Source: an optimization exercise on an open RTL-to-GDS flow (aim: a short achievable clock period and few clock cycles). Production flows keep margins and buffers that such runs may drop. The flow treats the clock pin as an ideal source, which a real chip does not have. No activity file was given, so power comes from the tool's default toggle rates.

==> build 10 <==
Design Simple_Single_CPU, start of the top module:
module Simple_Single_CPU
(
    input         clk_i,
    input         rst_n,
    output [31:0] imem_addr_o,
    input  [31:0] imem_rdata_i,
    output [31:0] dmem_addr_o,
    output [31:0] dmem_wdata_o,
    output        dmem_we_o,
    output        dmem_re_o,
    input  [31:0] dmem_rdata_i
);
export LEC_CHECK = 0
export ABC_CLOCK_PERIOD_IN_PS = 5000
export CAP_MARGIN = 20
export CORE_MARGIN = 2
export CORE_UTILIZATION = 35
export PLACE_DENSITY = 0.5
export SETUP_SLACK_MARGIN = 5
export SLEW_MARGIN = 20
export SYNTH_HIERARCHICAL = 1
create_clock -name core_clock -period 11.0 [get_ports {clk_i}]
standard.sh (not shown) runs the stock make flow with config.mk's settings and CLKGATE_MAP_FILE= SYNTH_SCRIPT=/design/flow/synth_recipe.tcl, a recipe that flattens the netlist after the stock synthesis.
==> flow/flow/run.sh <==
#!/bin/bash
# The standard layout (the standard.sh, its synthesis unchanged), with these
# changes to how the layout is optimised:
#  - timing repair aims at a slack well above the 11 ns clock's, so that it keeps
#    shortening the critical paths;
#  - the port buffers are buf_8 cells rather than the resizer's default choice;
#  - an extra timing repair pass after CTS (flow/post_cts.tcl), through ORFS's
#    step hook.
# make's full output goes to standard_make.log; each ORFS step also keeps its own
# log under orfs/logs/.
set -euo pipefail
F=$(pwd)/flow
bash standard.sh SETUP_SLACK_MARGIN=7.6 \
    "BUFFER_PORTS_ARGS=-buffer_cell sky130_fd_sc_hd__buf_8" \
    POST_CTS_TCL=$F/post_cts.tcl \
    finish > standard_make.log 2>&1
==> flow/flow/post_cts.tcl <==
# Run after CTS's own timing repair.
# 1. Weak gates that drive long nets: a single-strength cell whose net spans more
#    than 50 um (half-perimeter of its pins' cells) becomes the strength-4 (else 2)
#    cell of the same function, so that later extraction finds no slow, long,
#    weakly driven wire that the repair, working from estimates, left alone.
# 2. One more timing repair pass, then legalize.
set block [ord::get_db_block]
set db [ord::get_db]
set thr [expr {50 * [$block getDbUnitsPerMicron]}]
set n 0
foreach net [$block getNets] {
  if {[$net getSigType] ne "SIGNAL"} { continue }
  set drv ""
  set xs {}
  set ys {}
  foreach it [$net getITerms] {
    set b [[$it getInst] getBBox]
    lappend xs [$b xMin]
    lappend ys [$b yMin]
    if {[$it isOutputSignal]} { set drv [$it getInst] }
  }
  if {$drv eq "" || [llength $xs] < 2} { continue }
  set hp [expr {[tcl::mathfunc::max {*}$xs] - [tcl::mathfunc::min {*}$xs] + [tcl::mathfunc::max {*}$ys] - [tcl::mathfunc::min {*}$ys]}]
  if {$hp < $thr} { continue }
  set m [[$drv getMaster] getName]
  if {![regexp {^(sky130_fd_sc_hd__(nand|nor|a2|o2|a3|o3|a4|o4|inv|xor|xnor|and|or|mux)[a-z0-9]*)_[01]$} $m -> base]} { continue }
  foreach s {4 2} {
    set nm [$db findMaster ${base}_$s]
    if {$nm ne ""} {
      $drv swapMaster $nm
      incr n
      break
    }
  }
}
puts "post_cts: upsized $n weak drivers of long nets"
detailed_placement
estimate_parasitics -placement
report_worst_slack -max
repair_timing_helper
detailed_placement
check_placement -verbose
estimate_parasitics -placement
report_worst_slack -max
==> trial 20 (differences from build 10) <==
--- a/flow/design.v
+++ b/flow/design.v
@@ -17,16 +17,22 @@
     reg         lateE;    
     reg         rdmE;     
     reg         stE;      
     reg         brE;      
     reg         jalrE;    
     reg         auiE;     
     reg         x1E;      
     reg  [4:0]  rdE;
+    reg  [31:0] predPC;
+    reg  [4:0]  predS;
+    reg  [4:0]  predR;
+    reg         predV;
+    reg  [31:0] kP;
+    reg         kLoad;    
     reg  [31:0] A, B, R2, pcE, tgtE, valE;
     reg         mSum, mOr, mAnd, mVal, slowE, sltE;
     reg         wM, ldM, weM, reM;
     reg         x1M;      
     reg  [4:0]  rdM;
     reg  [31:0] resM, sdM;
     reg  [31:0] resMo;    
     reg  [31:0] baseJ;
@@ -108,25 +114,32 @@
     wire lduse = lateE & (((rdE == rs1) & useRs1) | ((rdE == rs2) & useRs2));
     wire [31:0] ohE, ohM;
     cpu_dec5 u_ohe (.a(rdE), .y(ohE));
     cpu_dec5 u_ohm (.a(rdM), .y(ohM));
     wire [31:0] busy = (ohE & {32{fwE}}) | (ohM & {32{wM}});
     wire [31:0] zfk  = zfe & ~busy;
     wire [31:0] nzfk = ~zfe & ~busy;
     wire zk1, zk2, zk1b, zk2b, nk1, nk2;
-    cpu_zselm u_zs1 (.a(rs1), .z(zfk), .y(zk1));
-    cpu_zselm u_zs2 (.a(rs2), .z(zfk), .y(zk2));
-    cpu_zselm u_zs3 (.a(rs1), .z(zfk), .y(zk1b));
-    cpu_zselm u_zs4 (.a(rs2), .z(zfk), .y(zk2b));
+    cpu_zselg u_zs1 (.oh(ohz1), .z(zfk), .y(zk1));
+    cpu_zselg u_zs2 (.oh(ohz2), .z(zfk), .y(zk2));
+    cpu_zselg u_zs3 (.oh(ohz1), .z(zfk), .y(zk1b));
+    cpu_zselg u_zs4 (.oh(ohz2), .z(zfk), .y(zk2b));
     cpu_zselg u_nz1 (.oh(ohz1), .z(nzfk), .y(nk1));
     cpu_zselg u_nz2 (.oh(ohz2), .z(nzfk), .y(nk2));
     wire off4   = (immB == 32'd4);
     wire sameBR = (rs1 == rs2);
-    wire brT    = dBR & ~off4 & (sameBR | (zk1 & zk2));                   
+    wire eqP;
+    cpu_sumeq u_seq (.a(A), .b(B), .k(kP), .eq(eqP));
+    wire lpPre = predV & (pcF == predPC) & fastE & mSum & (rdE == predS) &
+                 ~(wM & (rdM == predR));
+    wire lpT;
+    g_and2 u_lpt (.a(lpPre), .b(eqP), .y(lpT));
+    wire bSame  = sameBR | (dBR & lpT);     
+    wire brT    = dBR & ~off4 & (bSame | (zk1 & zk2));                    
     wire brN    = dBR & (off4 | (~sameBR & ((zk1 & nk2) | (nk1 & zk2))));  
     wire [31:0] pc4F;
     wire [18:0] pcH13p, pcH13m, tB0, tB1;
     wire [10:0] pcH21p, pcH21m, tJ0, tJ1;
     wire [19:0] bjHp, bjHm, tR0, tR1;
     cpu_inc4 u_pc4 (.a(pcF), .y(pc4F));
     cpu_incdec #(19) u_h13 (.a(pcF[31:13]), .p(pcH13p), .m(pcH13m));
     cpu_incdec #(11) u_h21 (.a(pcF[31:21]), .p(pcH21p), .m(pcH21m));
@@ -156,22 +169,19 @@
     wire        slt = (A[31] ^ B[31]) ? A[31] : dif[31];
     wire [31:0] resMn = slowE ? (sltE ? {31'd0, slt} : dif) : resE;
     wire [31:0] resMno;
     cpu_pass #(32) u_rmo (.a(resMn), .y(resMno));
     wire eq;
     cpu_eq u_eq (.a(A), .b(R2), .eq(eq));
     wire mispE  = jalrE | (brE & eq);
     wire [31:0] rtgt = jalrE ? sum : tgtE;
-    wire nh  = ~lduse;
-    wire dR  = dJALR & jalrF & nh;
-    wire dJ  = dJAL & nh;
-    wire bZ  = dBR & nh;
-    wire bS  = bZ & sameBR;                   
-    wire j4n = (jmpF | bS) & nh;              
+    wire dR, dJ, bZ, bS, j4n;
+    cpu_fsel u_fsel (.dJAL(dJAL), .dJALR(dJALR), .jalrF(jalrF), .dBR(dBR), .sameBR(sameBR),
+                     .lpT(lpT), .lduse(lduse), .dJ(dJ), .dR(dR), .bZ(bZ), .bS(bS), .j4n(j4n));
     wire [31:0] p4h;
     cpu_mux2 #(32) u_p4h (.s(lduse), .a(pcF), .b(pc4F), .y(p4h));
     wire [31:0] pcN, pcNo;
     cpu_pcsel u_pcn (
         .sE(mispE), .j4n(j4n), .bZ(bZ), .bS(bS), .zk1(zk1), .zk2(zk2), .zk1b(zk1b), .zk2b(zk2b),
         .cB(cB), .cBn(cBn), .dJ(dJ), .cJ(cJ), .dR(dR), .cR(cR),
         .e(rtgt), .p4(p4h),
         .rl(tRl), .r1(tR1), .r0(tR0), .jl(tJl), .j1(tJ1), .j0(tJ0),
@@ -182,29 +192,34 @@
     wire [31:0] x1M1 = x1w ? mval : rfflat[63:32];
     wire [31:0] x1n  = x1E ? valE : x1M1;
     always @(posedge clk_i or negedge rst_n) begin
         if (!rst_n) begin
             pcF   <= 32'd0;
             pcO   <= 32'd0;
             fwE   <= 1'b0; fastE <= 1'b0; lateE <= 1'b0; rdmE <= 1'b0; stE <= 1'b0;
             brE   <= 1'b0; jalrE <= 1'b0; auiE <= 1'b0; x1E <= 1'b0;
+            predV <= 1'b0;
+            kLoad <= 1'b0;
             bjBad <= 1'b0;
             wM    <= 1'b0; weM <= 1'b0; reM <= 1'b0;
             rfv   <= 31'd0;
             zf    <= ~(31'd1 << 28);    
         end else begin
             pcF   <= pcN;
             pcO   <= pcNo;
             fwE   <= vF & dWen;
             fastE <= vF & dWen & ~dLD & ~aSlow;
             lateE <= vF & dWen & (dLD | aSlow);
             rdmE  <= vF & dLD;
             stE   <= vF & dST;
             brE   <= vF & dBR & ~brT & ~brN;
+            kLoad <= vF & dBR & fwE & (rdE == rs1) & (rdE != rs2);
+            if (vF & dBR & fwE & (rdE == rs1)) predV <= 1'b0;
+            else if (kLoad) predV <= 1'b1;
             jalrE <= vF & dJALR & ~jalrF;
             auiE  <= vF & dAUI & rdnz;
             x1E   <= vF & dWen & (rd == 5'd1);
             bjBad <= x1E & ~mVal;
             wM    <= fwE;
             weM   <= stE;
             reM   <= rdmE;
             if (wM) begin
@@ -223,16 +238,23 @@
         valE  <= dAUI ? auiF : pc4F;
         mVal  <= dVal;
         mOr   <= aOr;
         mAnd  <= aAnd;
         mSum  <= ~dVal & ~aOr & ~aAnd;
         slowE <= aSlow;
         sltE  <= aSlt;
         baseJ <= (vF & dAUI & rdnz) ? auiF : x1n;
+        if (vF & dBR & fwE & (rdE == rs1)) begin
+            predR  <= rs2;
+            predS  <= rs1;
+            predPC <= pcF;
+        end
+        if (kLoad) kP <= R2;
+        else if (wM & (rdM == predR)) kP <= mval;
         ldM   <= rdmE;
         x1M   <= x1E;
         rdM   <= rdE;
         resM  <= resMn;
         resMo <= resMno;
         sdM   <= R2;
         if (wM) rf[rdM] <= mval;
     end
@@ -527,41 +549,16 @@
         for (i = 0; i < 8; i = i + 1) begin : hi
             g_nand3 g (.a(((i / 4) % 2) ? a[4] : an[4]), .b(((i / 2) % 2) ? a[3] : an[3]), .c((i % 2) ? a[2] : an[2]), .y(nh[i]));
         end
         for (i = 0; i < 32; i = i + 1) begin : ln
             g_nor2 g (.a(nl[i % 4]), .b(nh[i / 4]), .y(y[i]));
         end
     endgenerate
 endmodule
-module cpu_zselm
-(
-    input  [4:0]  a,
-    input  [31:0] z,
-    output        y
-);
-    wire [7:0] m1;
-    wire [1:0] m2;
-    genvar i;
-    generate
-        for (i = 0; i < 8; i = i + 1) begin : l1
-            g_mux4 g (.s1(a[1]), .s0(a[0]), .d3(z[4*i+3]), .d2(z[4*i+2]), .d1(z[4*i+1]), .d0(z[4*i]), .y(m1[i]));
-        end
-        for (i = 0; i < 2; i = i + 1) begin : l2
-            g_mux4 g (.s1(a[3]), .s0(a[2]), .d3(m1[4*i+3]), .d2(m1[4*i+2]), .d1(m1[4*i+1]), .d0(m1[4*i]), .y(m2[i]));
-        end
-    endgenerate
-    g_mux2 g3 (.s(a[4]), .a(m2[1]), .b(m2[0]), .y(y));
-endmodule
-module g_mux4 (input s1, input s0, input d3, input d2, input d1, input d0, output y);
-    assign y = s1 ? (s0 ? d3 : d2) : (s0 ? d1 : d0);
-endmodule
-module g_mux2 (input s, input a, input b, output y);
-    assign y = s ? a : b;
-endmodule
 module cpu_zselg
 (
     input  [31:0] oh,
     input  [31:0] z,
     output        y
 );
     wire [15:0] t;
     wire [3:0]  u;
@@ -675,16 +672,75 @@
     assign y = a & b & c;
 endmodule
 module g_and3b (input an, input b, input c, output y);
     assign y = ~an & b & c;
 endmodule
 module g_nand3 (input a, input b, input c, output y);
     assign y = ~(a & b & c);
 endmodule
+module cpu_sumeq
+(
+    input  [31:0] a,
+    input  [31:0] b,
+    input  [31:0] k,
+    output        eq
+);
+    wire [31:0] x, s, g, e;
+    wire [7:0]  t;
+    wire [3:0]  u;
+    wire        en;
+    genvar i;
+    generate
+        for (i = 0; i < 32; i = i + 1) begin : bit_
+            wire kn;
+            g_xor2  gx (.a(a[i]), .b(b[i]), .y(x[i]));
+            g_xor2  gs (.a(x[i]), .b(k[i]), .y(s[i]));           
+            g_inv   gk (.a(k[i]), .y(kn));
+            g_mux2  gg (.s(x[i]), .a(kn), .b(a[i]), .y(g[i]));   
+            if (i == 0) begin : b0
+                g_inv  ge (.a(s[i]), .y(e[i]));
+            end else begin : bn
+                g_xnor2 ge (.a(s[i]), .b(g[i-1]), .y(e[i]));
+            end
+        end
+        for (i = 0; i < 8; i = i + 1) begin : l2
+            g_nand4 g (.a(e[4*i]), .b(e[4*i+1]), .c(e[4*i+2]), .d(e[4*i+3]), .y(t[i]));
+        end
+        for (i = 0; i < 4; i = i + 1) begin : l3
+            g_nor2 g (.a(t[2*i]), .b(t[2*i+1]), .y(u[i]));
+        end
+    endgenerate
+    g_nand4 g4 (.a(u[0]), .b(u[1]), .c(u[2]), .d(u[3]), .y(en));
+    g_inv   g5 (.a(en), .y(eq));
+endmodule
+module cpu_fsel
+(
+    input  dJAL,
+    input  dJALR,
+    input  jalrF,
+    input  dBR,
+    input  sameBR,
+    input  lpT,
+    input  lduse,
+    output dJ,
+    output dR,
+    output bZ,
+    output bS,
+    output j4n
+);
+    assign dJ  = dJAL & ~lduse;
+    assign dR  = dJALR & jalrF & ~lduse;
+    assign bZ  = dBR & ~lduse;
+    assign bS  = dBR & (sameBR | lpT) & ~lduse;                     
+    assign j4n = (dJAL | (dJALR & jalrF) | (dBR & (sameBR | lpT))) & ~lduse;
+endmodule
+module g_mux2 (input s, input a, input b, output y);
+    assign y = s ? a : b;
+endmodule
 module cpu_pass #(parameter W = 32)
 (
     input  [W-1:0] a,
     output [W-1:0] y
 );
     assign y = a;
 endmodule
 module g_a31o (input a, input b, input c, input d, output y);
==> comparison <==
In build 10 the non-clock buffer count is lower than in trial 20, by 81.
Register-to-register slack: build 10 is lower than trial 20 (0.03 ns).
Of trial 20 and build 10, trial 20 has the higher clock power (gap 11%, measured against build 10).
Hold slack: trial 20 is lower than build 10 (0.0037 ns).
Of trial 20 and build 10, trial 20 has the higher critical path depth (gap 6).
In trial 20 the cell count is larger than in build 10, by 5.9%.
Function was not checked in any run of this note: the RTL went through the layout flow alone.

static timing again, ports no longer ideal:
How much do the figures lean on ideal ports? The routed layouts below were timed once more, with nothing changed but the port constraints.
Step 1 sets driving cells, clkbuf_16 on the clock port and buf_2 on the other inputs (assumed; they add their load-dependent delay and slew).
Step 2, shift: input delay + t, output delay - t, t = (earliest + latest rising clock arrival at the registers) / 2. This alone moves slack from input paths to output paths.
Three values: ideal ports, drivers, drivers and shift; two values: the first two.
run	t (ns)	slack for setup (ns)	hold WS [ns]	worst setup path at the end	worst data-port slew with drivers (ns)
build 10	0.952	7.130 / 6.751 / 5.799	0.352 / 0.352 / 0.352	input to register	0.55
trial 20	0.966	7.144 / 7.057 / 6.091	0.348 / 0.348 / 0.348	input to register	0.32
After both steps every run listed still meets setup and hold. The setup slack of build 10, which loses most, moves by -0.379 ns with the drivers and by -1.331 ns with both steps.
